Source: an optimization exercise on an open RTL-to-GDS flow (aim: small area). Production flows keep margins and buffers that such runs may drop.
Only simulation tests tie the RTL to the original design; equivalence was not proved.
No activity file was given, so power comes from the tool's default toggle rates.

<file path="design/flow/config.mk">
export PLATFORM = sky130hd
export DESIGN_NAME = mnemonic_device
export DESIGN_NICKNAME = mnemonic_device
export VERILOG_FILES = /design/flow/design.v
export SDC_FILE = /design/flow/constraint.sdc
export NUM_CORES = 4
export LEC_CHECK = 0
export CAP_MARGIN = 20
export CORE_MARGIN = 2
export CORE_UTILIZATION = 65
export GPL_TIMING_DRIVEN = 0
export PLACE_DENSITY = 0.75
export SLEW_MARGIN = 20
export SYNTH_HIERARCHICAL = 1
</file>
<file path="design/flow/constraint.sdc">
create_clock -name core_clock -period 6.5 [get_ports {clk}]
set_input_delay 1.3000 -clock core_clock [delete_from_list [all_inputs] [get_ports {clk}]]
set_output_delay 1.3000 -clock core_clock [all_outputs]
set_load 0.01 [all_outputs]
</file>
<file path="design/flow/design.v">
module mnemonic_device(
    input wire clk,
    input wire reset,
    input wire switch,
    input wire change_but,
    output wire sequence_o,
    output wire sequence_oe
    );
    parameter WIDTH = 16;
    reg [WIDTH-1:0] count_clks;
    reg [5:0] count_regs;
    reg [5:0] sequence_count;    
    reg previous_state;
    reg send_sequence;
    reg sequence_holder;
    function [WIDTH-1:0] cnt_inc;
        input [WIDTH-1:0] s;
        cnt_inc = {s[14:0], s[15] ^ s[13] ^ s[12] ^ s[10] ^ ~|s[14:0]};
    endfunction
    function [WIDTH-1:0] cnt_dec;
        input [WIDTH-1:0] t;
        cnt_dec = {t[0] ^ t[14] ^ t[13] ^ t[11] ^ ~|t[15:1], t[15:1]};
    endfunction
    wire transition = previous_state != change_but;
    wire playing = sequence_count != count_regs;    
    wire seq_zero = sequence_count == 6'd0;
    wire [4:0] addr = switch ? count_regs[4:0] : sequence_count[4:0];
    wire [WIDTH-1:0] mem_q [0:31];
    wire [32*WIDTH-1:0] mem_flat;
    wire [WIDTH-1:0] rd;
    md_rdmux #(.WIDTH(WIDTH)) u_rd (.m(mem_flat), .sel(sel), .y(rd));
    wire rd_nz  = |rd;
    wire rd_gt1 = |rd[WIDTH-1:1];
    wire dec = rd_gt1 | (seq_zero & rd[0]);
    wire [WIDTH-1:0] wdata = switch ? count_clks : cnt_dec(rd);
    wire wen = ~(switch & count_regs[5]);
    wire [31:0] sel = {31'd0, wen} << addr;
    genvar k;
    generate
        for (k = 0; k < 32; k = k + 1) begin : entry
            reg [WIDTH-1:0] q;
            always @(posedge clk)
                if (sel[k]) q <= wdata;
            assign mem_q[k] = q;
            assign mem_flat[k*WIDTH +: WIDTH] = q;
        end
    endgenerate
    always @(posedge clk) begin
        if (reset) begin
            previous_state <= 1'b0;
            count_clks <= {WIDTH{1'b0}};
            count_regs <= 6'd0;
            sequence_count <= 6'd0;
            sequence_holder <= 1'b0;
            send_sequence <= 1'b0;
        end else if (switch) begin
            send_sequence <= 1'b0;
            if (transition) begin
                previous_state <= change_but;
                if (~count_regs[5])
                    count_regs <= count_regs + 1'b1;
                count_clks <= {{(WIDTH-1){1'b0}}, 1'b1};
            end else begin
                count_clks <= cnt_inc(count_clks);
            end
        end else if (playing) begin
            if (~dec) begin
                sequence_count <= sequence_count + 1'b1;
                sequence_holder <= ~sequence_holder;
            end
            if (seq_zero & rd_nz)
                send_sequence <= 1'b1;
        end else begin
            send_sequence <= 1'b0;
            count_regs <= 6'd0;
            sequence_count <= 6'd0;
        end
    end
    assign sequence_o = send_sequence & sequence_holder;
    assign sequence_oe = send_sequence;
endmodule
module md_rdmux #(parameter WIDTH = 16) (
    input wire [32*WIDTH-1:0] m,
    input wire [31:0] sel,
    output wire [WIDTH-1:0] y
    );
    genvar b, g;
    generate
        for (b = 0; b < WIDTH; b = b + 1) begin : col
            wire [10:0] t;       
            for (g = 0; g < 10; g = g + 1) begin : grp
                md_aoi222 u (.a0(m[(3*g)*WIDTH+b]), .s0(sel[3*g]),
                             .a1(m[(3*g+1)*WIDTH+b]), .s1(sel[3*g+1]),
                             .a2(m[(3*g+2)*WIDTH+b]), .s2(sel[3*g+2]),
                             .y(t[g]));
            end
            md_aoi22 u_last (.a0(m[30*WIDTH+b]), .s0(sel[30]),
                             .a1(m[31*WIDTH+b]), .s1(sel[31]), .y(t[10]));
            wire [2:0] p;
            md_nand4 u_n0 (.a(t[0]), .b(t[1]), .c(t[2]), .d(t[3]), .y(p[0]));
            md_nand4 u_n1 (.a(t[4]), .b(t[5]), .c(t[6]), .d(t[7]), .y(p[1]));
            md_nand3 u_n2 (.a(t[8]), .b(t[9]), .c(t[10]), .y(p[2]));
            md_or3 u_o (.a(p[0]), .b(p[1]), .c(p[2]), .y(y[b]));
        end
    endgenerate
endmodule
module md_aoi222 (input wire a0, s0, a1, s1, a2, s2, output wire y);
    assign y = ~((a0 & s0) | (a1 & s1) | (a2 & s2));
endmodule
module md_aoi22 (input wire a0, s0, a1, s1, output wire y);
    assign y = ~((a0 & s0) | (a1 & s1));
endmodule
module md_nand4 (input wire a, b, c, d, output wire y);
    assign y = ~(a & b & c & d);
endmodule
module md_nand3 (input wire a, b, c, output wire y);
    assign y = ~(a & b & c);
endmodule
module md_or3 (input wire a, b, c, output wire y);
    assign y = a | b | c;
endmodule
</file>
<file path="design/flow/flow/run.sh">
#!/bin/bash
# Own flow: the standard layout (standard.sh, unchanged synthesis), with
#  - synthesis buffers removed before global placement (remove_buffers.tcl);
#  - ports buffered with the smallest buffer, sized later like other cells;
#  - clock tree synthesis set to insert no dummy loads and to cluster more
#    flip-flops on each clock buffer.
# ORFS writes each step's full log under orfs/logs/; make's output goes to
# standard.log.
set -o pipefail
here=$(cd "$(dirname "$0")" && pwd)
export PRE_GLOBAL_PLACE_TCL="$here/remove_buffers.tcl"
export BUFFER_PORTS_ARGS="-buffer_cell sky130_fd_sc_hd__buf_1"
export PRE_RESIZE_TCL="$here/size.tcl"
export CTS_ARGS="-sink_clustering_enable -repair_clock_nets -dont_use_dummy_load -buf_list {sky130_fd_sc_hd__clkbuf_8} -sink_clustering_size 18 -sink_clustering_max_diameter 45"
bash standard.sh > standard.log 2>&1
</file>
<file path="design/flow/flow/cells.tcl">
# Generated from the sky130hd liberty: cell footprint, area, max capacitance of the output
set ::cellinfo {
  a2111o_1 {a2111o 11.2608 0.17579}
  a2111o_2 {a2111o 12.5120 0.32411}
  a2111o_4 {a2111o 21.2704 0.53559}
  a2111oi_0 {a2111oi 8.7584 0.02107}
  a2111oi_1 {a2111oi 10.0096 0.03114}
  a2111oi_2 {a2111oi 15.0144 0.05677}
  a2111oi_4 {a2111oi 27.5264 0.10530}
  a211o_1 {a211o 8.7584 0.17671}
  a211o_2 {a211o 10.0096 0.32502}
  a211o_4 {a211o 17.5168 0.55940}
  a211oi_1 {a211oi 7.5072 0.04762}
  a211oi_2 {a211oi 12.5120 0.08882}
  a211oi_4 {a211oi 20.0192 0.14192}
  a21bo_1 {a21bo 10.0096 0.18311}
  a21bo_2 {a21bo 10.0096 0.28840}
  a21bo_4 {a21bo 16.2656 0.47517}
  a21boi_0 {a21boi 7.5072 0.04853}
  a21boi_1 {a21boi 7.5072 0.07600}
  a21boi_2 {a21boi 11.2608 0.12910}
  a21boi_4 {a21boi 18.7680 0.21516}
  a21o_1 {a21o 7.5072 0.17762}
  a21o_2 {a21o 8.7584 0.30946}
  a21o_4 {a21o 15.0144 0.56855}
  a21oi_1 {a21oi 5.0048 0.07417}
  a21oi_2 {a21oi 8.7584 0.12818}
  a21oi_4 {a21oi 16.2656 0.22157}
  a221o_1 {a221o 10.0096 0.15840}
  a221o_2 {a221o 11.2608 0.29939}
  a221o_4 {a221o 21.2704 0.53742}
  a221oi_1 {a221oi 8.7584 0.05494}
  a221oi_2 {a221oi 15.0144 0.09614}
  a221oi_4 {a221oi 26.2752 0.16664}
  a222oi_1 {a222oi 10.0096 0.06593}
  a22o_1 {a22o 8.7584 0.15931}
  a22o_2 {a22o 10.0096 0.30122}
  a22o_4 {a22o 17.5168 0.55665}
  a22oi_1 {a22oi 7.5072 0.08882}
  a22oi_2 {a22oi 12.5120 0.17030}
  a22oi_4 {a22oi 21.2704 0.29389}
  a2bb2o_1 {a2bb2o 10.0096 0.15840}
  a2bb2o_2 {a2bb2o 11.2608 0.30030}
  a2bb2o_4 {a2bb2o 20.0192 0.50263}
  a2bb2oi_1 {a2bb2oi 8.7584 0.06959}
  a2bb2oi_2 {a2bb2oi 15.0144 0.13001}
  a2bb2oi_4 {a2bb2oi 26.2752 0.22615}
  a311o_1 {a311o 10.0096 0.14283}
  a311o_2 {a311o 11.2608 0.29847}
  a311o_4 {a311o 20.0192 0.45320}
  a311oi_1 {a311oi 8.7584 0.04396}
  a311oi_2 {a311oi 15.0144 0.08424}
  a311oi_4 {a311oi 26.2752 0.13368}
  a31o_1 {a31o 8.7584 0.16023}
  a31o_2 {a31o 8.7584 0.27192}
  a31o_4 {a31o 17.5168 0.49897}
  a31oi_1 {a31oi 6.2560 0.06593}
  a31oi_2 {a31oi 12.5120 0.11811}
  a31oi_4 {a31oi 21.2704 0.21150}
  a32o_1 {a32o 10.0096 0.15107}
  a32o_2 {a32o 11.2608 0.26460}
  a32o_4 {a32o 21.2704 0.53651}
  a32oi_1 {a32oi 8.7584 0.08515}
  a32oi_2 {a32oi 16.2656 0.15565}
  a32oi_4 {a32oi 27.5264 0.25178}
  a41o_1 {a41o 10.0096 0.16572}
  a41o_2 {a41o 11.2608 0.32502}
  a41o_4 {a41o 21.2704 0.56031}
  a41oi_1 {a41oi 8.7584 0.06593}
  a41oi_2 {a41oi 16.2656 0.12452}
  a41oi_4 {a41oi 27.5264 0.19410}
  and2_0 {and2 6.2560 0.10896}
  and2_1 {and2 6.2560 0.15840}
  and2_2 {and2 7.5072 0.30305}
  and2_4 {and2 8.7584 0.53926}
  and2b_1 {and2b 7.5072 0.16938}
  and2b_2 {and2b 8.7584 0.31037}
  and2b_4 {and2b 10.0096 0.46876}
  and3_1 {and3 6.2560 0.15748}
  and3_2 {and3 7.5072 0.30946}
  and3_4 {and3 11.2608 0.53285}
  and3b_1 {and3b 8.7584 0.15748}
  and3b_2 {and3b 10.0096 0.30946}
  and3b_4 {and3b 12.5120 0.46052}
  and4_1 {and4 8.7584 0.16114}
  and4_2 {and4 10.0096 0.30030}
  and4_4 {and4 11.2608 0.53193}
  and4b_1 {and4b 10.0096 0.15565}
  and4b_2 {and4b 11.2608 0.29756}
  and4b_4 {and4b 13.7632 0.46327}
  and4bb_1 {and4bb 12.5120 0.15657}
  and4bb_2 {and4bb 12.5120 0.27009}
  and4bb_4 {and4bb 16.2656 0.46144}
  buf_1 {buf 3.7536 0.13001}
  buf_12 {buf 20.0192 5.00000}
  buf_16 {buf 27.5264 5.00000}
  buf_2 {buf 5.0048 0.31587}
  buf_4 {buf 7.5072 0.56123}
  buf_6 {buf 11.2608 0.78553}
  buf_8 {buf 15.0144 5.00000}
  bufbuf_16 {buf 32.5312 1.49415}
  bufbuf_8 {buf 18.7680 0.94117}
  bufinv_16 {inv 30.0288 1.50971}
  bufinv_8 {inv 17.5168 0.94209}
  clkbuf_1 {clkbuf 3.7536 0.13001}
  clkbuf_16 {clkbuf 25.0240 1.53169}
  clkbuf_2 {clkbuf 5.0048 0.28108}
  clkbuf_4 {clkbuf 7.5072 0.51728}
  clkbuf_8 {clkbuf 13.7632 0.90913}
  clkdlybuf4s15_1 {buf 10.0096 0.16023}
  clkdlybuf4s15_2 {buf 11.2608 0.28016}
  clkdlybuf4s18_1 {buf 10.0096 0.16023}
  clkdlybuf4s18_2 {buf 10.0096 0.29756}
  clkdlybuf4s25_1 {buf 10.0096 0.15199}
  clkdlybuf4s25_2 {buf 10.0096 0.29847}
  clkdlybuf4s50_1 {buf 10.0096 0.15657}
  clkdlybuf4s50_2 {buf 11.2608 0.29298}
  clkinv_1 {clkinv 3.7536 0.19044}
  clkinv_16 {clkinv 30.0288 2.34834}
  clkinv_2 {clkinv 5.0048 0.39552}
  clkinv_4 {clkinv 8.7584 0.78279}
  clkinv_8 {clkinv 16.2656 1.38154}
  clkinvlp_2 {inv 5.0048 0.15473}
  clkinvlp_4 {inv 7.5072 0.32136}
  dlygate4sd1_1 {buf 8.7584 0.15931}
  dlygate4sd2_1 {buf 8.7584 0.15931}
  dlygate4sd3_1 {buf 10.0096 0.15473}
  dlymetal6s2s_1 {delay 12.5120 0.15748}
  dlymetal6s4s_1 {delay 12.5120 0.15657}
  dlymetal6s6s_1 {delay 12.5120 0.16023}
  inv_1 {inv 3.7536 0.18128}
  inv_12 {inv 16.2656 1.41725}
  inv_16 {inv 20.0192 1.68183}
  inv_2 {inv 3.7536 0.33143}
  inv_4 {inv 6.2560 0.56306}
  inv_6 {inv 8.7584 0.78279}
  inv_8 {inv 11.2608 1.03547}
  maj3_1 {maj3 10.0096 0.15565}
  maj3_2 {maj3 11.2608 0.30488}
  maj3_4 {maj3 13.7632 0.53468}
  mux2_1 {mux2 11.2608 0.17305}
  mux2_2 {mux2 11.2608 0.29756}
  mux2_4 {mux2 15.0144 0.53651}
  mux2_8 {mux2 26.2752 0.93110}
  mux2i_1 {mux2i 10.0096 0.06867}
  mux2i_2 {mux2i 13.7632 0.10804}
  mux2i_4 {mux2i 22.5216 0.19044}
  mux4_1 {mux4 26.2752 0.16114}
  mux4_2 {mux4 22.5216 0.30122}
  mux4_4 {mux4 25.0240 0.54841}
  nand2_1 {nand2 3.7536 0.16664}
  nand2_2 {nand2 6.2560 0.29573}
  nand2_4 {nand2 11.2608 0.53010}
  nand2_8 {nand2 20.0192 0.93385}
  nand2b_1 {nand2b 6.2560 0.15016}
  nand2b_2 {nand2b 8.7584 0.28565}
  nand2b_4 {nand2b 13.7632 0.52186}
  nand3_1 {nand3 5.0048 0.14649}
  nand3_2 {nand3 10.0096 0.26002}
  nand3_4 {nand3 17.5168 0.46968}
  nand3b_1 {nand3b 7.5072 0.14375}
  nand3b_2 {nand3b 11.2608 0.26368}
  nand3b_4 {nand3b 20.0192 0.47975}
  nand4_1 {nand4 6.2560 0.12452}
  nand4_2 {nand4 12.5120 0.20051}
  nand4_4 {nand4 21.2704 0.35798}
  nand4b_1 {nand4b 8.7584 0.12452}
  nand4b_2 {nand4b 15.0144 0.20051}
  nand4b_4 {nand4b 23.7728 0.36439}
  nand4bb_1 {nand4bb 11.2608 0.12361}
  nand4bb_2 {nand4bb 16.2656 0.20051}
  nand4bb_4 {nand4bb 27.5264 0.35615}
  nor2_1 {nor2 3.7536 0.08607}
  nor2_2 {nor2 6.2560 0.14192}
  nor2_4 {nor2 11.2608 0.25178}
  nor2_8 {nor2 20.0192 0.43305}
  nor2b_1 {nor2b 6.2560 0.08241}
  nor2b_2 {nor2b 8.7584 0.14283}
  nor2b_4 {nor2b 13.7632 0.25453}
  nor3_1 {nor3 5.0048 0.05219}
  nor3_2 {nor3 10.0096 0.09248}
  nor3_4 {nor3 16.2656 0.15382}
  nor3b_1 {nor3b 7.5072 0.04945}
  nor3b_2 {nor3b 12.5120 0.09339}
  nor3b_4 {nor3b 18.7680 0.14649}
  nor4_1 {nor4 6.2560 0.03663}
  nor4_2 {nor4 12.5120 0.06410}
  nor4_4 {nor4 21.2704 0.11262}
  nor4b_1 {nor4b 8.7584 0.03388}
  nor4b_2 {nor4b 15.0144 0.06501}
  nor4b_4 {nor4b 23.7728 0.11353}
  nor4bb_1 {nor4bb 10.0096 0.03663}
  nor4bb_2 {nor4bb 16.2656 0.06044}
  nor4bb_4 {nor4bb 25.0240 0.11170}
  o2111a_1 {o2111a 11.2608 0.16114}
  o2111a_2 {o2111a 12.5120 0.29939}
  o2111a_4 {o2111a 20.0192 0.55116}
  o2111ai_1 {o2111ai 8.7584 0.07142}
  o2111ai_2 {o2111ai 15.0144 0.12910}
  o2111ai_4 {o2111ai 26.2752 0.21516}
  o211a_1 {o211a 10.0096 0.18311}
  o211a_2 {o211a 10.0096 0.26826}
  o211a_4 {o211a 17.5168 0.50904}
  o211ai_1 {o211ai 7.5072 0.07417}
  o211ai_2 {o211ai 12.5120 0.13368}
  o211ai_4 {o211ai 21.2704 0.21516}
  o21a_1 {o21a 7.5072 0.16297}
  o21a_2 {o21a 8.7584 0.29481}
  o21a_4 {o21a 15.0144 0.50996}
  o21ai_0 {o21ai 5.0048 0.05036}
  o21ai_1 {o21ai 5.0048 0.08058}
  o21ai_2 {o21ai 8.7584 0.13917}
  o21ai_4 {o21ai 16.2656 0.22431}
  o21ba_1 {o21ba 10.0096 0.15657}
  o21ba_2 {o21ba 10.0096 0.26460}
  o21ba_4 {o21ba 16.2656 0.45228}
  o21bai_1 {o21bai 7.5072 0.07783}
  o21bai_2 {o21bai 11.2608 0.14009}
  o21bai_4 {o21bai 18.7680 0.24537}
  o221a_1 {o221a 11.2608 0.15290}
  o221a_2 {o221a 11.2608 0.28108}
  o221a_4 {o221a 20.0192 0.48799}
  o221ai_1 {o221ai 8.7584 0.07051}
  o221ai_2 {o221ai 15.0144 0.12818}
  o221ai_4 {o221ai 26.2752 0.21607}
  o22a_1 {o22a 8.7584 0.16206}
  o22a_2 {o22a 10.0096 0.30488}
  o22a_4 {o22a 17.5168 0.53010}
  o22ai_1 {o22ai 6.2560 0.07325}
  o22ai_2 {o22ai 12.5120 0.13734}
  o22ai_4 {o22ai 20.0192 0.21699}
  o2bb2a_1 {o2bb2a 10.0096 0.15657}
  o2bb2a_2 {o2bb2a 11.2608 0.29481}
  o2bb2a_4 {o2bb2a 20.0192 0.49714}
  o2bb2ai_1 {o2bb2ai 8.7584 0.07600}
  o2bb2ai_2 {o2bb2ai 15.0144 0.13459}
  o2bb2ai_4 {o2bb2ai 27.5264 0.24629}
  o311a_1 {o311a 10.0096 0.15565}
  o311a_2 {o311a 11.2608 0.29389}
  o311a_4 {o311a 21.2704 0.53926}
  o311ai_0 {o311ai 8.7584 0.02931}
  o311ai_1 {o311ai 8.7584 0.04579}
  o311ai_2 {o311ai 16.2656 0.08241}
  o311ai_4 {o311ai 26.2752 0.14283}
  o31a_1 {o31a 8.7584 0.14924}
  o31a_2 {o31a 10.0096 0.28565}
  o31a_4 {o31a 17.5168 0.54475}
  o31ai_1 {o31ai 7.5072 0.04762}
  o31ai_2 {o31ai 12.5120 0.08058}
  o31ai_4 {o31ai 21.2704 0.14466}
  o32a_1 {o32a 10.0096 0.15016}
  o32a_2 {o32a 11.2608 0.30030}
  o32a_4 {o32a 22.5216 0.55665}
  o32ai_1 {o32ai 8.7584 0.04670}
  o32ai_2 {o32ai 16.2656 0.08882}
  o32ai_4 {o32ai 27.5264 0.15382}
  o41a_1 {o41a 11.2608 0.14741}
  o41a_2 {o41a 12.5120 0.30580}
  o41a_4 {o41a 21.2704 0.54475}
  o41ai_1 {o41ai 8.7584 0.03388}
  o41ai_2 {o41ai 16.2656 0.06227}
  o41ai_4 {o41ai 27.5264 0.10896}
  or2_0 {or2 6.2560 0.10072}
  or2_1 {or2 6.2560 0.16481}
  or2_2 {or2 6.2560 0.29939}
  or2_4 {or2 8.7584 0.51454}
  or2b_1 {or2b 7.5072 0.16938}
  or2b_2 {or2b 8.7584 0.31221}
  or2b_4 {or2b 11.2608 0.51545}
  or3_1 {or3 6.2560 0.16755}
  or3_2 {or3 7.5072 0.31037}
  or3_4 {or3 11.2608 0.53193}
  or3b_1 {or3b 8.7584 0.16755}
  or3b_2 {or3b 8.7584 0.26917}
  or3b_4 {or3b 11.2608 0.46968}
  or4_1 {or4 7.5072 0.16755}
  or4_2 {or4 8.7584 0.31037}
  or4_4 {or4 11.2608 0.53468}
  or4b_1 {or4b 10.0096 0.16755}
  or4b_2 {or4b 10.0096 0.26551}
  or4b_4 {or4b 13.7632 0.53376}
  or4bb_1 {or4bb 11.2608 0.16755}
  or4bb_2 {or4bb 12.5120 0.31221}
  or4bb_4 {or4bb 15.0144 0.53285}
  xnor2_1 {xnor2 8.7584 0.06959}
  xnor2_2 {xnor2 16.2656 0.12177}
  xnor2_4 {xnor2 27.5264 0.21150}
  xnor3_1 {xnor3 22.5216 0.15473}
  xnor3_2 {xnor3 23.7728 0.30122}
  xnor3_4 {xnor3 26.2752 0.55482}
  xor2_1 {xor2 8.7584 0.07691}
  xor2_2 {xor2 16.2656 0.13001}
  xor2_4 {xor2 27.5264 0.21974}
  xor3_1 {xor3 23.7728 0.15107}
  xor3_2 {xor3 25.0240 0.28565}
  xor3_4 {xor3 27.5264 0.50630}
}
</file>
<file path="design/flow/flow/remove_buffers.tcl">
# Before global placement: take out the buffers synthesis inserted (ORFS does
# the same when timing-driven placement is on); the port buffers are added
# after this.
remove_buffers
</file>
<file path="design/flow/flow/size.tcl">
source [file join [file dirname [info script]] cells.tcl]

set margin 0.75
set by_fp [dict create]
dict for {c info} $::cellinfo {
  lassign $info fp area mc
  dict lappend by_fp $fp [list $c $area $mc]
}
estimate_parasitics -placement
set scene [sta::cmd_scene]
set up 0
set down 0
set delta 0.0
foreach net [get_nets *] {
  set drv ""
  foreach p [get_pins -quiet -of_objects $net] {
    if {[get_property $p direction] eq "output"} { set drv $p }
  }
  if {$drv eq ""} continue
  set inst [$drv instance]
  set ref [get_property $inst ref_name]
  if {![regexp {^sky130_fd_sc_hd__(.+)$} $ref -> short]} continue
  if {![dict exists $::cellinfo $short]} continue
  lassign [dict get $::cellinfo $short] fp area mc
  set load [expr {1e12 * ([$net wire_capacitance $scene max] + [$net pin_capacitance $scene max])}]
  set best ""
  foreach cand [lsort -real -index 1 [dict get $by_fp $fp]] {
    lassign $cand c a m
    if {[lsearch -exact $::env(DONT_USE_CELLS) "sky130_fd_sc_hd__$c"] >= 0} continue
    if {$m * $margin >= $load} {
      if {$best eq "" || $a < [lindex $best 1] || ($a == [lindex $best 1] && $m > [lindex $best 2])} {
        set best [list $c $a $m]
      }
    }
  }
  if {$best eq "" || [lindex $best 0] eq $short} continue
  replace_cell [get_full_name $inst] sky130_fd_sc_hd__[lindex $best 0]
  set delta [expr {$delta + [lindex $best 1] - $area}]
  if {[lindex $best 1] > $area} { incr up } else { incr down }
}
puts [format "size.tcl: %d cells sized up, %d down, area change %.1f um2" $up $down $delta]
</file>
<file path="design/flow/standard.sh">
#!/bin/bash
# synth_recipe.tcl (not shown) runs the flow's synth.tcl, then flattens the netlist and writes it again
# the make line also repeats each setting of config.mk as NAME=value (left out here)
make -C /OpenROAD-flow-scripts/flow DESIGN_CONFIG=/design/flow/config.mk WORK_HOME=/design/flow/orfs CLKGATE_MAP_FILE= SYNTH_SCRIPT=/design/flow/synth_recipe.tcl "${@:-finish}"
</file>
==> results of run 1 <==
-- layout make-up --
cell class,instances,area (um2),share of cell area (%)
clock buffer,44,606,2.90
multi-input combinational,453,3690,17.7
sequential,543,16000,76.6
tap,390,488,2.34
timing repair buffer,9,70.1,0.335
inverter,9,37.5,0.180
-- Yosys stat by module (local to each module, per instance), excerpt --
module | area, um2 | cells inside
md_aoi222 | 10.0 | 1
md_aoi22 | 12.5 | 1
mnemonic_device | 17500 | 786
md_nand3 | 5.00 | 1
md_nand4 | 6.26 | 1
md_or3 | 6.26 | 1
-- kinds of logic after synthesis --
kind of cell    count (synthesis)  synth area share, %
compound gates                235                 11.2
fa+ha+maj                       3                0.191
flops                         543                 81.3
mux                            18                 1.02
simple gates                  183                 4.80
buf+inv                        30                0.840
xor+xnor                       14                0.623
-- how the worst min path moves through the flow --
stage	depth (start not counted)	to	start
floorplan	2	previous_state	previous_state
global placement	2	previous_state	previous_state
detailed placement	2	previous_state	previous_state
CTS	2	previous_state	previous_state
global route	2	sequence_count[5]	sequence_count[5]
finish	2	sequence_count[5]	sequence_count[5]
-- synthesized netlist by cell type, drive strengths merged, types with 2 or more instances --
library cell and count:
edfxtp 512, a222oi 160, nor2 57, nand4 35, a22oi 34, dfxtp 31, nand3 23, nand2 22
or3 20, mux2 16, buf 12, a21oi 11, o21ai 9, clkbuf 8, inv 8, xor2 8
nor3 7, nor4 7, a31oi 6, xnor2 6, and2 4, o32ai 4, ha 3, o211ai 3
and3 2, mux2i 2
-- per-stage QoR --
stage,std cells,power [mW]
floorplan,1026,4.10
global placement,1400,4.16
detailed placement,1404,4.18
CTS,1448,5.68
global route,1448,5.82
finish,1448,5.66
-- worst register-to-register path, stage by stage, from the launching register on --
cell and delay (ps):
dfxtp_1 520, nor2_1 140, a22oi_2 450, buf_6 250
nor2_4 190, a222oi_1 520, nand4_1 210, or3_1 440
nor4_1 470, and4_1 500, xor2_1 160, o21ai_4 610
-- power groups by stage --
stage,logic (mW),clock network (mW),registers [mW]
2_1_floorplan,0.133,0,3.96
3_3_place_gp,0.191,0,3.97
3_5_place_dp,0.207,0,3.97
4_1_cts,0.208,1.58,3.89
5_1_grt,0.229,1.70,3.89
6_report,0.210,1.56,3.89
-- per-layer routing --
| layer | global-route usage, % | routed length, um |
|---|---|---|
| met4 | 8.61 | 1180 |
| met5 | 0 | 13 |
| met1 | 35.9 | 16100 |
| met3 | 3.38 | 2570 |
| met2 | 37.4 | 17800 |
-- sequential cells by signal, summed over array words and instances (netlist names) --
signal           flops
count_clks          16
count_regs           6
entry.q            512
previous_state       1
send_sequence        1
sequence_count       6
sequence_holder      1
==> results.sh, run 1 <==
export IMPL_num_nets_final=1067
export IMPL_cts_tree="yes"
export IMPL_pre_cts_ws_ps=-507
export IMPL_clk_latency_ps=590
export IMPL_design_area_mm2=0.0209
export IMPL_crit_slowest_cell="buf_2"
export IMPL_die_width_um=178
export IMPL_cts_resized=0
export IMPL_p_leak_nw=6.45
export IMPL_cts_sinks=543
export IMPL_cp_data_required_time_ps=6740
export IMPL_yosysTopAreaCellShare_pct=78.2
export IMPL_drt_total_wl_mm=37.6
export IMPL_wire_per_inst_um=26.0
export IMPL_die_h_um=178
export IMPL_cpLargestDelayFamily="simple AND/OR/NAND/NOR gates"
export IMPL_relSlewSlack_pct=29.3
export IMPL_postRouteAntennaNets=0
export IMPL_r2r_end="entry[8].q[15]"
export IMPL_grt_pass1_wl_mm=58.3
export IMPL_drive_gt1_share_pct=10.8
export IMPL_viasPerCell=7.28
export IMPL_dp_hpwl_mm=20.5
export IMPL_drc_errors=0
export IMPL_ys_ff_latch=543
export IMPL_placed_cell_area_mm2=0.0203
export IMPL_gr_usage_all_layers_pct=24.2
export IMPL_crit_fanout=50
export IMPL_std_cell_rows=63
export IMPL_core_mm2=0.0297
export IMPL_critPathCaptureType="flip-flop"
export IMPL_cts_hold_buf=0
export IMPL_yosysWarningCount=7
export IMPL_finalCritPeriodShare_pct=93.7
export IMPL_arrival_ps=6340
export IMPL_clk_pin_slew_ps=70
export IMPL_die_area_mm2=0.0317
export IMPL_fin_util_pct=70.3
export IMPL_synth_cells=1026
export IMPL_clockPowerShare_pct=27.6
export IMPL_crit_buf_inv=3
export IMPL_dr_first_iter_drc_count=1678
export IMPL_syn_to_final_growth_pct=6.19
export IMPL_syn_avg_cell_area_um2=19.2
export IMPL_fmax_mhz=164
export IMPL_rr_worst_depth=11
export IMPL_layout_min_cycle_time_ps=6090
export IMPL_status="complete, no violations"
export IMPL_switching_share_pct=19.9
export IMPL_grt_antenna_before_repair=1
export IMPL_clockRootBuffer="clkbuf_8"
export IMPL_async_reset_ff_share_pct=0
export IMPL_cts_setup_buffers=0
export IMPL_p_switching_mw=1.12
export IMPL_crit_end="entry[8].q[15]"
export IMPL_critical_path_max_stage_delay_ps=780
export IMPL_critPathLaunchType="primary input"
export IMPL_p_comb_share_pct=3.7
export IMPL_initial_core_util_pct=66.2
export IMPL_syn_area_mm2=0.0197
export IMPL_worst_path_stages=13
export IMPL_grt_pass1_vias=10051
export IMPL_reg2reg_from="sequence_count[0]"
export IMPL_ys_types=51
export IMPL_gp_congestion=0.858
export IMPL_seq_area_frac_synth_pct=81.3
export IMPL_hold_slack_ps=524
export IMPL_setup_viol=0
export IMPL_synth_top_flop_cell="edfxtp_1"
export IMPL_cap_violations=0
export IMPL_power_frac_seq_pct=68.7
export IMPL_fill_cells=1785
export IMPL_drtPass1Iterations=8
export IMPL_cts_made_buffers=44
export IMPL_path_class="in -> reg"
export IMPL_synth_nets=1033
export IMPL_yosysTopAreaCell="edfxtp_1"
export IMPL_gr_total_overflow=0
export IMPL_worstHoldPathType="reg -> reg"
export IMPL_peakVddDrop_mv=0.159
export IMPL_critPathLaunch="switch"
export IMPL_hold_violations=0
export IMPL_synthTopCellsByArea="edfxtp_1 (78%), a222oi_1 (8.1%), dfxtp_1 (3.2%)"
export IMPL_rrSetupSlack_ps=1720
export IMPL_numPortBuffers=5
export IMPL_synth_edf_count=512
export IMPL_grt_setup_unrepaired="no"
export IMPL_antenna_cells=0
export IMPL_tns_ps=0
export IMPL_finalWorstSetupSlack_ps=407
export IMPL_ios=6
export IMPL_intPower_mw=4.54
export IMPL_cts_htree_levels=2
export IMPL_skew_ps=64.4
export IMPL_tightest_slew_ps=1060
export IMPL_slew_viol_final=0
export IMPL_power_density_mw_per_mm2=271
export IMPL_cts_path_max_buffers=3
export IMPL_path_cells="buf_2, clkinvlp_4, nor2_1, a22oi_2, buf_6, nor2_4, a222oi_1, nand4_1, or3_1, nor4_1, and4_1, xor2_1, o21ai_4"
export IMPL_final_cell_mix="edfxtp_1 (512), a222oi_1 (160), clkbuf_8 (44), nand4_1 (35), a22oi_1 (32)"
export IMPL_grt_max_degree=51
export IMPL_layout_commonest_cell="edfxtp_1"
export IMPL_vias=10548
==> run 2: changes to the inputs <==
--- a/design/flow/flow/run.sh
+++ b/design/flow/flow/run.sh
@@ -12,4 +12,4 @@
 export BUFFER_PORTS_ARGS="-buffer_cell sky130_fd_sc_hd__buf_1"
 export PRE_RESIZE_TCL="$here/size.tcl"
-export CTS_ARGS="-sink_clustering_enable -repair_clock_nets -dont_use_dummy_load -buf_list {sky130_fd_sc_hd__clkbuf_8} -sink_clustering_size 18 -sink_clustering_max_diameter 45"
+export CTS_ARGS="-sink_clustering_enable -repair_clock_nets -dont_use_dummy_load -buf_list {sky130_fd_sc_hd__clkbuf_4} -sink_clustering_size 10 -sink_clustering_max_diameter 35"
 bash standard.sh > standard.log 2>&1
==> run 2 against run 1 <==
Effect of this change:
- hold slack improved by 1.4 ps
- maximum frequency decreased by 0.93%
- wire length increased by 0.59%
- area after synthesis unchanged
- sequential share of layout area increased by 0.13 points
- still clean
- via count increased by 0.79%
- critical path type unchanged
- first-iteration DRC count about the same
- final cell count increased by 2.3%
- count of clock-buffer cells in the layout increased by 32
- largest cell class unchanged
- synthesized cell count unchanged
- cell area decreased by 0.17%
- worst setup slack got worse by 57 ps
==> results.sh, run 2 <==
export IMPL_critical_path_max_stage_delay_ps=820
export IMPL_cts_setup_buffers=0
export IMPL_grt_pass1_vias=10301
export IMPL_worstHoldPathType="reg -> reg"
export IMPL_viasPerCell=7.18
export IMPL_clk_latency_ps=720
export IMPL_dr_first_iter_drc_count=1679
export IMPL_reg2reg_from="sequence_count[1]"
export IMPL_synth_most_common_cell="edfxtp_1"
export IMPL_gr_usage_all_layers_pct=24.6
export IMPL_initial_core_util_pct=66.2
export IMPL_worst_path_stages=13
export IMPL_ys_types=51
export IMPL_hold_violations=0
export IMPL_synthTopCellsByArea="edfxtp_1 (78%), a222oi_1 (8.1%), dfxtp_1 (3.2%)"
export IMPL_cts_made_buffers=76
export IMPL_synth_edf_count=512
export IMPL_gr_total_overflow=0
export IMPL_num_nets_final=1099
export IMPL_drive_gt1_share_pct=13.3
export IMPL_rr_worst_depth=11
export IMPL_rrSetupSlack_ps=1680
export IMPL_drc_errors=0
export IMPL_cpLargestDelayFamily="simple AND/OR/NAND/NOR gates"
export IMPL_tightest_slew_ps=1030
export IMPL_peakVddDrop_mv=0.130
export IMPL_numPortBuffers=5
export IMPL_yosys_top_cells_count="edfxtp_1 (512), a222oi_1 (160), nor2_1 (57), nand4_1 (35), dfxtp_1 (31)"
export IMPL_cap_violations=0
export IMPL_critPathCaptureType="flip-flop"
export IMPL_async_reset_ff_share_pct=0
export IMPL_dp_hpwl_mm=20.5
export IMPL_largest_reg_flops=512
export IMPL_r2r_end="entry[10].q[15]"
export IMPL_crit_buf_inv=3
export IMPL_p_leak_nw=6.48
export IMPL_hp_start="sequence_count[5]"
export IMPL_grt_antenna_before_repair=2
export IMPL_busiest_layer="met2"
export IMPL_postRouteAntennaNets=0
export IMPL_layout_min_cycle_time_ps=6150
export IMPL_cts_path_max_buffers=3
export IMPL_clockRootBuffer="clkbuf_4"
export IMPL_syn_to_final_growth_pct=6.01
export IMPL_final_cell_mix="edfxtp_1 (512), a222oi_1 (160), clkbuf_4 (76), nand4_1 (35), a22oi_1 (32)"
export IMPL_gr_usage_met2_pct=37.4
export IMPL_skew_ps=103
export IMPL_cts_tree="yes"
export IMPL_yosysTopAreaCell="edfxtp_1"
export IMPL_multiInputGateArea_mm2=0.00369
export IMPL_yosysWarningCount=7
export IMPL_fill_cells=1831
export IMPL_cts_resized=0
export IMPL_max_flop_register="entry.q"
export IMPL_ios=6
export IMPL_cts_htree_levels=3
export IMPL_drt_total_wl_mm=37.9
export IMPL_critPathLaunchType="primary input"
export IMPL_fmax_mhz=163
export IMPL_pre_cts_ws_ps=-507
export IMPL_die_h_um=178
export IMPL_use_met1_pct=35.8
export IMPL_whs_path_depth=2
export IMPL_clk_pin_slew_ps=70
export IMPL_yosysTopAreaCellShare_pct=78.2
export IMPL_std_cell_rows=63
export IMPL_core_mm2=0.0297
export IMPL_status="complete, no violations"
export IMPL_grt_use_met3_pct=3.90
export IMPL_cts_sinks=543
export IMPL_slew_viol_final=0
export IMPL_top_regs="entry.q x512, count_clks x16"
export IMPL_ys_ff_latch=543
export IMPL_synth_cells=1026
export IMPL_finalWorstSetupSlack_ps=350
export IMPL_vias=10631
export IMPL_cts_hold_buf=0
export IMPL_die_width_um=178
export IMPL_min_to="sequence_count[5]"
export IMPL_syn_avg_cell_area_um2=19.2
export IMPL_power_density_mw_per_mm2=269
export IMPL_arrival_ps=6470
export IMPL_crit_slowest_cell="clkinv_1"
export IMPL_critPathLaunch="switch"
export IMPL_finalCritPeriodShare_pct=94.6
export IMPL_path_cells="buf_2, clkinv_1, nor2_1, a22oi_2, buf_6, nor2_4, a222oi_1, nand4_1, or3_1, nor4_1, and4_1, xor2_1, o21ai_4"
export IMPL_relSlewSlack_pct=31.2
export IMPL_syn_area_mm2=0.0197
export IMPL_wire_per_inst_um=25.6
export IMPL_grt_setup_unrepaired="no"
export IMPL_fin_util_pct=70.2
export IMPL_synth_top_flop_cell="edfxtp_1"
export IMPL_path_class="in -> reg"
export IMPL_synth_nets=1033
export IMPL_setup_viol=0
export IMPL_regArea_mm2=0.0160
export IMPL_crit_fanout=50
export IMPL_gp_congestion=0.858
export IMPL_die_area_mm2=0.0317
export IMPL_seq_area_frac_synth_pct=81.3
export IMPL_grt_pass1_wl_mm=59.0
export IMPL_drtPass1Iterations=8
export IMPL_cp_data_required_time_ps=6820
export IMPL_layout_commonest_cell="edfxtp_1"
export IMPL_grt_max_degree=51
-- run 2: logic make-up (layout without fill, tap and decap cells) --
kind of cell | count (synthesis) | count (layout) | share of synthesized area, %
multiplexers | 18 | 18 | 1.02
flip-flops | 543 | 543 | 81.3
adder cells (fa/ha/maj) | 3 | 3 | 0.191
AND/OR/NAND/NOR | 183 | 183 | 4.80
AO/OA/AOI/OAI | 235 | 235 | 11.2
XOR/XNOR | 14 | 14 | 0.623
other | 0 | 1 | 0
buffers and inverters | 30 | 94 | 0.840
-- run 2: layer usage --
metal,wire length (um),up-vias
li1,-,4693
met1,15900,5356
met2,18000,478
met3,2550,102
met4,1400,2
met5,13,-
-- run 2: Yosys stat by module (local to each module, per instance), a selection --
module	area (um2)	cells inside	times used
md_or3	6.26	1	16
mnemonic_device	17500	786	1
md_nand3	5.00	1	16
md_nand4	6.26	1	32
md_aoi22	12.5	1	16
md_aoi222	10.0	1	160
-- run 2: cell type report --
type	instances	area share, %
flip-flops and latches	543	76.7
multi-input cells	453	17.7
clock buffers	76	2.74
well taps	390	2.34
repair buffers	9	0.336
inverters	9	0.162
diodes	1	0.0120
-- run 2: where the power goes --
group	total, mW	internal (mW)	switching [mW]
registers	3.89	3.88	0.00887
clock network	1.51	0.538	0.976
logic	0.210	0.0482	0.162
total	5.61	4.47	1.15
-- run 2: how the worst max path moves through the flow --
stage,to,slack (ps)
4_1_cts,entry[10].q[15],200
5_1_grt,entry[0].q[15],60
2_1_floorplan,entry[0].q[15],230
3_5_place_dp,entry[22].q[15],-510
6_report,entry[10].q[15],350
3_3_place_gp,entry[21].q[15],-4820
-- run 2: worst register-to-register path: cells and delay by family, from the launching register on --
family | cells | cell delay [ps]
AND/OR/NAND/NOR | 7 | 2380
AO/OA/AOI/OAI | 3 | 1410
flip-flops | 1 | 500
XOR/XNOR | 1 | 160
-- run 2: stage by stage --
step                cells  TNS (ps)  area [um2]  power (mW)  hold WS, ps
floorplan            1026         0       19700        4.10          482
global placement     1400  -1409640       20000        4.16          504
detailed placement   1404    -16170       20300        4.18          517
CTS                  1480         0       20800        5.66          520
global route         1481         0       20900        5.81          562
finish               1481         0       20900        5.61          525
==> run 3: changes to the inputs <==
--- a/design/flow/design.v
+++ b/design/flow/design.v
@@ -22,26 +22,37 @@
         cnt_dec = {t[0] ^ t[14] ^ t[13] ^ t[11] ^ ~|t[15:1], t[15:1]};
     endfunction
+    function [5:0] ptr_inc;
+        input [5:0] p;
+        ptr_inc = {p[4:0] == 5'b10000, p[3:0], p[4] ^ p[2] ^ ~|p[3:0]};
+    endfunction
     wire transition = previous_state != change_but;
     wire playing = sequence_count != count_regs;    
     wire seq_zero = sequence_count == 6'd0;
     wire [4:0] addr = switch ? count_regs[4:0] : sequence_count[4:0];
-    wire [WIDTH-1:0] mem_q [0:31];
+    wire wen;
+    wire [31:0] sel;
     wire [32*WIDTH-1:0] mem_flat;
-    wire [WIDTH-1:0] rd;
+    wire [WIDTH-1:0] rd;         
     md_rdmux #(.WIDTH(WIDTH)) u_rd (.m(mem_flat), .sel(sel), .y(rd));
     wire rd_nz  = |rd;
     wire rd_gt1 = |rd[WIDTH-1:1];
     wire dec = rd_gt1 | (seq_zero & rd[0]);
-    wire [WIDTH-1:0] wdata = switch ? count_clks : cnt_dec(rd);
-    wire wen = ~(switch & count_regs[5]);
-    wire [31:0] sel = {31'd0, wen} << addr;
+    wire [WIDTH-1:0] wdata_n = ~(switch ? count_clks : cnt_dec(rd));
+    assign wen = ~(switch & count_regs[5]);
+    wire [3:0] sel_lo = {3'd0, wen} << addr[1:0];
+    wire [7:0] sel_hi = 8'd1 << addr[4:2];
+    genvar d;
+    generate
+        for (d = 0; d < 32; d = d + 1) begin : dec_sel
+            md_and2 u (.a(sel_lo[d % 4]), .b(sel_hi[d / 4]), .y(sel[d]));
+        end
+    endgenerate
     genvar k;
     generate
         for (k = 0; k < 32; k = k + 1) begin : entry
-            reg [WIDTH-1:0] q;
+            reg [WIDTH-1:0] q_n;
             always @(posedge clk)
-                if (sel[k]) q <= wdata;
-            assign mem_q[k] = q;
-            assign mem_flat[k*WIDTH +: WIDTH] = q;
+                if (sel[k]) q_n <= wdata_n;
+            assign mem_flat[k*WIDTH +: WIDTH] = q_n;
         end
     endgenerate
@@ -59,5 +70,5 @@
                 previous_state <= change_but;
                 if (~count_regs[5])
-                    count_regs <= count_regs + 1'b1;
+                    count_regs <= ptr_inc(count_regs);
                 count_clks <= {{(WIDTH-1){1'b0}}, 1'b1};
             end else begin
@@ -66,5 +77,5 @@
         end else if (playing) begin
             if (~dec) begin
-                sequence_count <= sequence_count + 1'b1;
+                sequence_count <= ptr_inc(sequence_count);
                 sequence_holder <= ~sequence_holder;
             end
@@ -101,5 +112,5 @@
             md_nand4 u_n1 (.a(t[4]), .b(t[5]), .c(t[6]), .d(t[7]), .y(p[1]));
             md_nand3 u_n2 (.a(t[8]), .b(t[9]), .c(t[10]), .y(p[2]));
-            md_or3 u_o (.a(p[0]), .b(p[1]), .c(p[2]), .y(y[b]));
+            md_nor3 u_o (.a(p[0]), .b(p[1]), .c(p[2]), .y(y[b]));
         end
     endgenerate
@@ -117,5 +128,8 @@
     assign y = ~(a & b & c);
 endmodule
-module md_or3 (input wire a, b, c, output wire y);
-    assign y = a | b | c;
+module md_and2 (input wire a, b, output wire y);
+    assign y = a & b;
 endmodule
+module md_nor3 (input wire a, b, c, output wire y);
+    assign y = ~(a | b | c);
+endmodule
--- a/design/flow/flow/size.tcl
+++ b/design/flow/flow/size.tcl
@@ -25,7 +25,11 @@
   set load [expr {1e12 * ([$net wire_capacitance $scene max] + [$net pin_capacitance $scene max])}]
   set best ""
+  set strongest ""
   foreach cand [lsort -real -index 1 [dict get $by_fp $fp]] {
     lassign $cand c a m
     if {[lsearch -exact $::env(DONT_USE_CELLS) "sky130_fd_sc_hd__$c"] >= 0} continue
+    if {$strongest eq "" || $m > [lindex $strongest 2]} {
+      set strongest [list $c $a $m]
+    }
     if {$m * $margin >= $load} {
       if {$best eq "" || $a < [lindex $best 1] || ($a == [lindex $best 1] && $m > [lindex $best 2])} {
@@ -34,4 +38,7 @@
     }
   }
+  # no cell of the footprint is strong enough: take the strongest, and leave
+  # the rest to repair_design
+  if {$best eq ""} { set best $strongest }
   if {$best eq "" || [lindex $best 0] eq $short} continue
   replace_cell [get_full_name $inst] sky130_fd_sc_hd__[lindex $best 0]
--- a/design/flow/config.mk
+++ b/design/flow/config.mk
@@ -8,7 +8,7 @@
 export CAP_MARGIN = 20
 export CORE_MARGIN = 2
-export CORE_UTILIZATION = 65
+export CORE_UTILIZATION = 75
 export GPL_TIMING_DRIVEN = 0
-export PLACE_DENSITY = 0.75
+export PLACE_DENSITY = 0.85
 export SLEW_MARGIN = 20
 export SYNTH_HIERARCHICAL = 1
==> run 3 against run 2 <==
Effect of this change:
- still clean
- synthesized cell count shrank 0.19%
- power is essentially flat
- largest power group unchanged
- utilization grew 9.4 points
- via count grew 3.1%
- register-to-register slack lost 450 ps
==> results.sh, run 3 <==
export IMPL_drive_gt1_share_pct=12.5
export IMPL_synth_top_flop_cell="edfxtp_1"
export IMPL_wire_per_inst_um=28.7
export IMPL_viasPerCell=7.71
export IMPL_ys_types=57
export IMPL_whs_path_depth=2
export IMPL_crit_fanout=43
export IMPL_yosysTopAreaCell="edfxtp_1"
export IMPL_synth_cells=1024
export IMPL_syn_to_final_growth_pct=4.45
export IMPL_crit_top_cell="nand4_1"
export IMPL_async_reset_ff_share_pct=0
export IMPL_rrSetupSlack_ps=1230
export IMPL_placed_cell_area_mm2=0.0201
export IMPL_ios=6
export IMPL_dr_first_iter_drc_count=2093
export IMPL_layout_commonest_cell="edfxtp_1"
export IMPL_total_power_mw=5.62
export IMPL_drc_errors=0
export IMPL_numPortBuffers=5
export IMPL_fmax_mhz=162
export IMPL_skew_ps=86.8
export IMPL_cpLargestDelayFamily="simple AND/OR/NAND/NOR gates"
export IMPL_std_cell_rows=59
export IMPL_cts_made_buffers=72
export IMPL_synthTopCellsByArea="edfxtp_1 (78%), a222oi_1 (8.1%), dfxtp_1 (3.1%)"
export IMPL_path_cells="buf_4, nand2b_1, o31ai_1, and2_2, a222oi_1, nand4_1, nor3_1, nor4_1, nand4_1, xnor2_1, mux2i_4"
export IMPL_cts_sinks=543
export IMPL_vias=10964
export IMPL_drt_total_wl_mm=40.9
export IMPL_cts_tree="yes"
export IMPL_core_mm2=0.0260
export IMPL_top_regs="entry.q_n x512, count_clks x16"
export IMPL_die_width_um=167
export IMPL_gr_total_overflow=0
export IMPL_r2r_end="entry[8].q_n[15]"
export IMPL_gr_usage_all_layers_pct=29.4
export IMPL_die_area_mm2=0.0277
export IMPL_hold_violations=0
export IMPL_relSlewSlack_pct=30.2
export IMPL_power_density_mw_per_mm2=272
export IMPL_clk_latency_ps=720
export IMPL_arrival_ps=6480
export IMPL_dp_hpwl_mm=22.1
export IMPL_synth_most_common_cell="edfxtp_1"
export IMPL_synth_edf_count=512
export IMPL_min_to="count_clks[10]"
export IMPL_status="complete, no violations"
export IMPL_gp_congestion=0.898
export IMPL_peakVddDrop_mv=0.167
export IMPL_crit_slowest_cell="and2_2"
export IMPL_critPathCaptureType="flip-flop"
export IMPL_cp_data_required_time_ps=6810
export IMPL_num_nets_final=1092
export IMPL_syn_area_mm2=0.0198
export IMPL_reg2reg_from="count_regs[5]"
export IMPL_syn_avg_cell_area_um2=19.3
export IMPL_cap_violations=0
export IMPL_largest_reg_flops=512
export IMPL_crit_buf_inv=1
export IMPL_initial_core_util_pct=76.2
export IMPL_design_area_mm2=0.0207
export IMPL_final_cell_mix="edfxtp_1 (512), a222oi_1 (160), clkbuf_4 (72), nand4_1 (36), nand2_1 (34)"
export IMPL_cts_htree_levels=3
export IMPL_slew_viol_final=0
export IMPL_die_h_um=167
export IMPL_clockRootBuffer="clkbuf_4"
export IMPL_grt_pass1_wl_mm=61.3
export IMPL_worstHoldPathType="reg -> reg"
export IMPL_drtPass1Iterations=11
export IMPL_hp_start="count_clks[9]"
export IMPL_finalCritPeriodShare_pct=95.0
export IMPL_seq_area_frac_synth_pct=80.8
export IMPL_grt_setup_unrepaired="no"
export IMPL_tightest_slew_ps=1020
export IMPL_critPathLaunchType="primary input"
export IMPL_grt_max_degree=44
export IMPL_setup_viol=0
export IMPL_grt_antenna_before_repair=1
export IMPL_grt_pass1_vias=10494
export IMPL_rr_worst_depth=10
export IMPL_yosysWarningCount=7
export IMPL_synth_nets=1028
export IMPL_layout_min_cycle_time_ps=6170
export IMPL_clk_pin_slew_ps=80
export IMPL_cts_path_max_buffers=3
export IMPL_yosysTopAreaCellShare_pct=77.6
export IMPL_path_class="in -> reg"
export IMPL_max_flop_register="entry.q_n"
export IMPL_ys_ff_latch=543
export IMPL_yosys_top_cells_count="edfxtp_1 (512), a222oi_1 (160), and2_1 (35), nand4_1 (35), nand2_1 (34)"
export IMPL_critical_path_max_stage_delay_ps=930
export IMPL_p_leak_nw=6.15
export IMPL_postRouteAntennaNets=0
export IMPL_cts_hold_buf=0
## run 3: cell types whose count changed after synthesis, moves of 6 or more
cell	before	now
and2_1	3	35
nor2_1	57	25
or3_1	20	0
mux2_2	16	0
nor3_2	0	16
a22oi_1	18	3
mux2i_1	2	17
nand2_1	21	34
a21oi_1	10	20
xor2_1	8	2
## run 3: worst max-delay path by stage
stage,startpoint,cells past startpoint,slack [ps],endpoint
global route,switch,11,10,entry[8].q_n[15]
detailed placement,switch,11,-430,entry[20].q_n[15]
finish,switch,11,330,entry[8].q_n[15]
floorplan,switch,13,950,entry[0].q_n[15]
global placement,switch,11,-3400,entry[15].q_n[15]
CTS,switch,11,230,entry[8].q_n[15]
## run 3: final cells by class
cell class              count  area [um2]
well taps                 335         419
fillers                  1327        5300
diodes                      1        2.50
inverters                  10        37.5
clock buffers              72         541
flip-flops and latches    543       16000
repair buffers              5        23.8
multi-input cells         456        3670
## run 3: layer usage
layer / GRT usage [%] / up-vias / part of all wire [%]
met3: 6.56 / 101 / 11
met2: 44.4 / 735 / 47
met5: 0 / - / 0
met4: 13.0 / 0 / 4.0
li1: - / 4675 / -
met1: 42.4 / 5453 / 38
## run 3: logic make-up after synthesis
family,Yosys count,synth area share (%)
muxes,18,0.935
xor gates and xnor gates,14,0.771
DFF,543,80.8
AOI/OAI and AO/OA,238,11.4
buffers and inverters,25,0.575
and+or+nand+nor,186,5.57
## run 3: modules after synthesis, one instance, submodules excluded, a selection
module | cell area, um2 | cells inside
md_nand3 | 5.00 | 1
md_nor3 | 10.0 | 1
md_aoi22 | 12.5 | 1
md_aoi222 | 10.0 | 1
mnemonic_device | 17400 | 752
md_and2 | 6.26 | 1
md_nand4 | 6.26 | 1
## run 3: timing repair
action                                  4_1_cts  5_1_grt
endpoints found under the setup margin        0       32
gates resized for setup                       0        4
setup buffers                                 0        0
## run 3: stage by stage
step | setup TNS [ps] | hold slack [ps] | std cells | setup slack, ps | utilization, %
2_1_floorplan | 0 | 457 | 1024 | 951 | -
3_3_place_gp | -1262010 | 466 | 1349 | -3400 | 77.6
3_5_place_dp | -13770 | 483 | 1349 | -432 | 77.5
4_1_cts | 0 | 481 | 1421 | 233 | 79.6
5_1_grt | 0 | 507 | 1422 | 10.5 | 79.6
6_report | 0 | 487 | 1422 | 328 | 79.6
## run 3: power breakdown
part / switching [mW] / internal (mW) / leakage (nW)
Combinational: 0.183 / 0.0495 / 1.01
Clock: 0.974 / 0.511 / 0.331
Sequential: 0.00638 / 3.89 / 4.81
Total: 1.16 / 4.46 / 6.15
## run 3: worst reg2reg max path, cell delays in order, from the launching register on
cell and delay (ps):
dfxtp_1 380, nand2b_1 280, o31ai_1 730, and2_2 930, a222oi_1 240, nand4_1 240
nor3_1 160, nor4_1 660, nand4_1 320, xnor2_1 240, mux2i_4 720
==> run 4: changes to the inputs <==
--- a/design/flow/config.mk
+++ b/design/flow/config.mk
@@ -8,7 +8,7 @@
 export CAP_MARGIN = 20
 export CORE_MARGIN = 2
-export CORE_UTILIZATION = 75
+export CORE_UTILIZATION = 65
 export GPL_TIMING_DRIVEN = 0
-export PLACE_DENSITY = 0.85
+export PLACE_DENSITY = 0.75
 export SLEW_MARGIN = 20
 export SYNTH_HIERARCHICAL = 1
==> run 4 against run 3 <==
Effect of this change:
- critical path depth is the same
- area after synthesis is the same
- synthesized cell count is the same
- power is essentially flat
- largest cell class unchanged
- count of clock-buffer cells in the layout grew 1
- highest routed layer unchanged
- largest power group unchanged
==> results.sh, run 4 <==
export IMPL_status="complete, no violations"
export IMPL_crit_fanout=43
export IMPL_wl_met1_mm=16.9
export IMPL_hold_violations=0
export IMPL_dr_wl_met2_mm=17.8
export IMPL_cts_hold_buf=0
export IMPL_drtPass1Iterations=7
export IMPL_placed_cell_area_mm2=0.0202
export IMPL_initial_core_util_pct=66.5
export IMPL_ys_ff_latch=543
export IMPL_rr_worst_depth=10
export IMPL_gr_usage_all_layers_pct=25.9
export IMPL_dr_first_iter_drc_count=1603
export IMPL_critPathCaptureType="flip-flop"
export IMPL_top_regs="entry.q_n x512, count_clks x16"
export IMPL_fmax_mhz=165
export IMPL_synthTopCellsByArea="edfxtp_1 (78%), a222oi_1 (8.1%), dfxtp_1 (3.1%)"
export IMPL_cts_sinks=543
export IMPL_syn_to_final_growth_pct=4.85
export IMPL_seq_area_frac_synth_pct=80.8
export IMPL_cts_htree_levels=3
export IMPL_drt_total_wl_mm=40.0
export IMPL_layout_min_cycle_time_ps=6070
export IMPL_synth_nets=1028
export IMPL_std_cell_rows=63
export IMPL_gr_total_overflow=0
export IMPL_p_leak_nw=6.16
export IMPL_postRouteAntennaNets=0
export IMPL_path_class="in -> reg"
export IMPL_cp_data_required_time_ps=6820
export IMPL_reg2reg_from="count_regs[5]"
export IMPL_relSlewSlack_pct=29.2
export IMPL_syn_area_mm2=0.0198
export IMPL_total_power_mw=5.62
export IMPL_grt_max_degree=44
export IMPL_cts_path_max_buffers=3
export IMPL_num_nets_final=1093
export IMPL_cap_violations=0
export IMPL_yosys_top_cells_count="edfxtp_1 (512), a222oi_1 (160), and2_1 (35), nand4_1 (35), nand2_1 (34)"
export IMPL_r2r_end="entry[9].q_n[15]"
export IMPL_layout_commonest_cell="edfxtp_1"
export IMPL_power_density_mw_per_mm2=271
export IMPL_grt_pass1_vias=10172
export IMPL_synth_cells=1024
export IMPL_die_area_mm2=0.0319
export IMPL_clk_latency_ps=710
export IMPL_core_mm2=0.0298
export IMPL_yosysWarningCount=7
export IMPL_setup_viol=0
export IMPL_grt_setup_unrepaired="no"
export IMPL_design_area_mm2=0.0208
export IMPL_hp_start="count_clks[3]"
export IMPL_dp_hpwl_mm=21.5
export IMPL_yosysTopAreaCell="edfxtp_1"
export IMPL_synth_edf_count=512
export IMPL_clk_pin_slew_ps=90
export IMPL_numPortBuffers=5
export IMPL_finalCritPeriodShare_pct=93.4
export IMPL_worstHoldPathType="reg -> reg"
export IMPL_tightest_slew_ps=1040
export IMPL_drive_gt1_share_pct=12.7
export IMPL_whs_path_depth=2
export IMPL_async_reset_ff_share_pct=0
export IMPL_cts_tree="yes"
export IMPL_peakVddDrop_mv=0.166
export IMPL_synth_top_flop_cell="edfxtp_1"
export IMPL_clockRootBuffer="clkbuf_4"
export IMPL_grt_pass1_wl_mm=60.8
export IMPL_cts_made_buffers=73
export IMPL_die_width_um=179
export IMPL_die_h_um=179
export IMPL_synth_most_common_cell="edfxtp_1"
export IMPL_grt_antenna_before_repair=1
export IMPL_gp_congestion=0.872
export IMPL_viasPerCell=7.21
export IMPL_vias=10661
export IMPL_syn_avg_cell_area_um2=19.3
export IMPL_drc_errors=0
export IMPL_final_cell_mix="edfxtp_1 (512), a222oi_1 (160), clkbuf_4 (73), nand4_1 (36), nand2_1 (34)"
export IMPL_ys_types=57
export IMPL_slew_viol_final=0
export IMPL_rrSetupSlack_ps=1370
export IMPL_highest_layer="met4"
export IMPL_min_to="count_clks[4]"
export IMPL_ios=6
export IMPL_skew_ps=77.4
export IMPL_critPathLaunchType="primary input"
export IMPL_wire_per_inst_um=27.0
export IMPL_arrival_ps=6390
export IMPL_met3_length_mm=3.53
export IMPL_yosysTopAreaCellShare_pct=77.6
export IMPL_max_flop_register="entry.q_n"
export IMPL_largest_reg_flops=512
## run 4: changes by cell type in the layout (fill, tap and decap cells not counted), sizes merged
cell / delta
clkbuf: +1
## run 4: cells by family after synthesis
logic type / synth area share, %
buffers and inverters: 0.575
flip-flops: 80.8
AND/OR/NAND/NOR: 5.57
AO/OA/AOI/OAI: 11.4
XOR/XNOR: 0.771
multiplexers: 0.935
## run 4: critical path, cell delays in order
cell	delay, ps
buf_4	590
inv_2	430
o32ai_2	580
and2_2	750
a222oi_1	250
nand4_1	260
nor3_1	150
nor4_1	690
nand4_1	330
xnor2_1	250
mux2i_4	720
## run 4: worst max path at each step
stage	cells past startpoint	from	end
after floorplan	13	switch	entry[0].q_n[15]
after global placement	11	switch	entry[15].q_n[15]
after detailed placement	11	switch	entry[16].q_n[15]
after CTS	11	switch	entry[0].q_n[15]
after global routing	11	switch	entry[9].q_n[15]
final	11	switch	entry[9].q_n[15]
## run 4: routing by layer
layer	track usage [%]	vias to the layer above
met5	0	-
met4	11.8	0
met3	5.71	85
met2	37.6	528
met1	38.3	5370
li1	-	4678
## run 4: area by class of cell
class	count	area, um2
repair buffers	5	23.8
flip-flops and latches	543	16000
clock buffers	73	548
inverters	10	37.5
diodes	1	2.50
multi-input cells	456	3670
well taps	390	488
fillers	1941	9030
## run 4: modules after synthesis (local to each module, per instance), excerpt
module	copies in the design	cells inside
md_aoi222	160	1
md_aoi22	16	1
md_nor3	16	1
md_and2	32	1
mnemonic_device	1	752
md_nand3	16	1
md_nand4	32	1
## run 4: report_power, final
part,internal [mW],leakage [nW],switching (mW),total (mW)
sequential,3.89,4.81,0.00637,3.90
clock,0.518,0.336,0.973,1.49
combinational,0.0496,1.01,0.182,0.232
total,4.46,6.16,1.16,5.62
## run 4: repair_timing
| action | in CTS | in global routing |
|---|---|---|
| endpoints found under the hold margin | 0 | 0 |
| buffers inserted | 0 | 0 |
| setup endpoints to repair | 0 | 32 |
| gates resized for setup | 0 | 4 |
## run 4: stage by stage
step	utilization, %	setup TNS (ps)	setup WS (ps)	instances	hold slack (ps)
after detailed placement	67.8	-15340	-480	1404	510
after CTS	69.6	0	272	1477	507
after global routing	69.7	0	153	1478	528
final	69.7	0	426	1478	504
after global placement	67.9	-1326640	-3550	1404	476
after floorplan	-	0	951	1024	457
==> run 5: changes to the inputs <==
--- a/design/flow/flow/run.sh
+++ b/design/flow/flow/run.sh
@@ -12,4 +12,4 @@
 export BUFFER_PORTS_ARGS="-buffer_cell sky130_fd_sc_hd__buf_1"
 export PRE_RESIZE_TCL="$here/size.tcl"
-export CTS_ARGS="-sink_clustering_enable -repair_clock_nets -dont_use_dummy_load -buf_list {sky130_fd_sc_hd__clkbuf_4} -sink_clustering_size 10 -sink_clustering_max_diameter 35"
+export CTS_ARGS="-sink_clustering_enable -repair_clock_nets -dont_use_dummy_load -buf_list {sky130_fd_sc_hd__clkbuf_4} -sink_clustering_size 12 -sink_clustering_max_diameter 36"
 bash standard.sh > standard.log 2>&1
==> run 5 against run 4 <==
Effect of this change:
- still clean on timing, DRC and antenna
- via count is 0.16% higher
- wire length shrank 0.42%
- non-clock buffer count unchanged
- flip-flop and latch count unchanged
- cell area fell by 0.12%
- sequential power about the same
- clock skew rose by 33 ps
- critical path depth stayed put
- combinational power about the same
- synthesized cell count did not move
- count of clock-buffer cells in the layout down 4
==> results.sh, run 5 <==
export IMPL_clockRootBuffer="clkbuf_4"
export IMPL_grt_pass1_wl_mm=60.7
export IMPL_dr_first_iter_drc_count=1734
export IMPL_syn_area_mm2=0.0198
export IMPL_top_regs="entry.q_n x512, count_clks x16"
export IMPL_hold_slack_ps=513
export IMPL_layout_commonest_cell="edfxtp_1"
export IMPL_path_class="in -> reg"
export IMPL_async_reset_ff_share_pct=0
export IMPL_arrival_ps=6360
export IMPL_crit_buf_inv=2
export IMPL_vias=10678
export IMPL_tightest_slew_ps=1060
export IMPL_die_width_um=179
export IMPL_yosysTopAreaCell="edfxtp_1"
export IMPL_cts_path_max_buffers=3
export IMPL_finalCritPeriodShare_pct=93.4
export IMPL_p_leak_nw=6.14
export IMPL_largest_reg_flops=512
export IMPL_critical_path_max_stage_delay_ps=760
export IMPL_final_cell_mix="edfxtp_1 (512), a222oi_1 (160), clkbuf_4 (69), nand4_1 (36), nand2_1 (34)"
export IMPL_synth_top_flop_cell="edfxtp_1"
export IMPL_die_h_um=179
export IMPL_drtPass1Iterations=9
export IMPL_initial_core_util_pct=66.5
export IMPL_crit_slowest_cell="and2_2"
export IMPL_core_mm2=0.0298
export IMPL_synth_cells=1024
export IMPL_fmax_mhz=165
export IMPL_seq_area_frac_synth_pct=80.8
export IMPL_gr_total_overflow=0
export IMPL_drt_total_wl_mm=39.8
export IMPL_skew_ps=110
export IMPL_worstHoldPathType="reg -> reg"
export IMPL_gp_congestion=0.872
export IMPL_peakVddDrop_mv=0.165
export IMPL_status="complete, no violations"
export IMPL_synth_nets=1028
export IMPL_dp_hpwl_mm=21.5
export IMPL_numPortBuffers=5
export IMPL_grt_antenna_before_repair=2
export IMPL_ios=6
export IMPL_power_density_mw_per_mm2=269
export IMPL_grt_setup_unrepaired="no"
export IMPL_ys_ff_latch=543
export IMPL_std_cell_rows=63
export IMPL_max_flop_register="entry.q_n"
export IMPL_drive_gt1_share_pct=12.4
export IMPL_yosysTopAreaCellShare_pct=77.6
export IMPL_syn_avg_cell_area_um2=19.3
export IMPL_path_cells="buf_4, inv_2, o32ai_2, and2_2, a222oi_1, nand4_1, nor3_1, nor4_1, nand4_1, xnor2_1, mux2i_4"
export IMPL_grt_pass1_vias=10168
export IMPL_yosysWarningCount=7
export IMPL_crit_top_cell="nand4_1"
export IMPL_synth_edf_count=512
export IMPL_cp_data_required_time_ps=6790
export IMPL_cts_made_buffers=69
export IMPL_synthTopCellsByArea="edfxtp_1 (78%), a222oi_1 (8.1%), dfxtp_1 (3.1%)"
export IMPL_clk_latency_ps=720
export IMPL_syn_to_final_growth_pct=4.72
export IMPL_viasPerCell=7.23
export IMPL_cts_hold_buf=0
export IMPL_cts_sinks=543
export IMPL_cts_tree="yes"
export IMPL_yosys_top_cells_count="edfxtp_1 (512), a222oi_1 (160), and2_1 (35), nand4_1 (35), nand2_1 (34)"
export IMPL_synth_most_common_cell="edfxtp_1"
export IMPL_wire_per_inst_um=27.0
export IMPL_relSlewSlack_pct=28.1
export IMPL_grt_max_degree=44
export IMPL_setup_viol=0
export IMPL_gr_usage_all_layers_pct=25.9
export IMPL_crit_fanout=43
export IMPL_cts_htree_levels=3
export IMPL_critPathCaptureType="flip-flop"
export IMPL_num_nets_final=1089
export IMPL_cap_violations=0
export IMPL_hold_violations=0
export IMPL_drc_errors=0
export IMPL_clk_pin_slew_ps=70
export IMPL_die_area_mm2=0.0319
export IMPL_layout_min_cycle_time_ps=6070
export IMPL_postRouteAntennaNets=0
export IMPL_slew_viol_final=0
export IMPL_ys_types=57
export IMPL_total_power_mw=5.58
export IMPL_critPathLaunchType="primary input"
export IMPL_cts_setup_buffers=0
export IMPL_cpLargestDelayFamily="simple AND/OR/NAND/NOR gates"
==> run 5: cell counts after synthesis <==
Identical to the previous run, type by type.
==> run 5: report_power, final <==
group / switching, mW / leakage [nW] / internal [mW]
Clock: 0.960 / 0.317 / 0.491
Sequential: 0.00641 / 4.81 / 3.89
Combinational: 0.182 / 1.01 / 0.0496
==> run 5: through the flow <==
stage                     setup TNS, ps  cells  util [%]  setup slack, ps  instance area (um2)
after floorplan                       0   1024         -              951                19800
after global placement         -1326640   1404      67.9            -3550                20200
after detailed placement         -15340   1404      67.8             -480                20200
after CTS                             0   1473      69.5              192                20700
after global routing                  0   1476      69.6              115                20700
final                                 0   1476      69.6              429                20700
==> run 5: timing repair <==
action	CTS	global route
hold endpoints to repair	0	0
gates resized for setup	0	4
endpoints found under the setup margin	0	32
==> run 5: worst paths after layout <==
path              cells after the start           from  slack [ps]               end
hold / removal                        2  send_sequence         510     send_sequence
hold reg to reg                       2  send_sequence         510     send_sequence
setup reg to reg                     10  count_regs[5]        1470  entry[0].q_n[15]
setup / recovery                     11         switch         430  entry[0].q_n[15]
==> run 5: metal layers <==
layer,track usage [%],part of all wire (%),vias to the layer above
li1,-,-,4666
met1,38.1,42,5396
met2,38.4,45,528
met3,5.03,8.6,88
met4,11.5,3.8,0
met5,0,0,-
==> run 5: layout make-up <==
class                      instances  area, um2
tap                              390        488
antenna                            3       7.51
inverter                          10       37.5
sequential                       543      16000
fill                            1939       9050
multi-input combinational        456       3670
timing repair buffer               5       23.8
clock buffer                      69        518
==> run 5: logic make-up after synthesis <==
| kind of cell | count (synthesis) | share of synthesized area (%) |
|---|---|---|
| simple gates | 186 | 5.57 |
| mux | 18 | 0.935 |
| flops | 543 | 80.8 |
| xor+xnor | 14 | 0.771 |
| compound gates | 238 | 11.4 |
| buf+inv | 25 | 0.575 |
==> run 5: worst min-delay path: stages, from the launching register on <==
cell and delay [ps]:
dfxtp_1 330, inv_2 50, a2111oi_0 80
==> run 5: Yosys stat by module (local to each module, per instance), excerpt <==
module / times used / cells / flops+latches
md_nand4: 32 / 1 / 0
md_nor3: 16 / 1 / 0
md_aoi222: 160 / 1 / 0
md_nand3: 16 / 1 / 0
md_aoi22: 16 / 1 / 0
mnemonic_device: 1 / 752 / 543
md_and2: 32 / 1 / 0

afterwards: timing with drivers on the ports:
No port has a modelled driver above. Below, the same layouts with a new extraction and two added sets of constraints.
Step 1 assumes that a clkbuf_16 drives the clock port and a buf_2 every other input.
Step 2 also shifts input and output timing later by t, the mid clock arrival at the registers, as if the neighbouring blocks saw the same clock.
Three values: ideal ports, drivers, drivers and shift; two values: the first two.
run	t, ns	setup slack, ns
run 1	0.605	0.407 / 0.428 / -0.177
run 2	0.711	0.350 / 0.368 / -0.342
run 3	0.727	0.328 / 0.348 / -0.378
run 4	0.720	0.426 / 0.442 / -0.278
run 5	0.714	0.429 / 0.446 / -0.268
With both steps, setup timing fails in every run listed, where it was met with ideal ports.
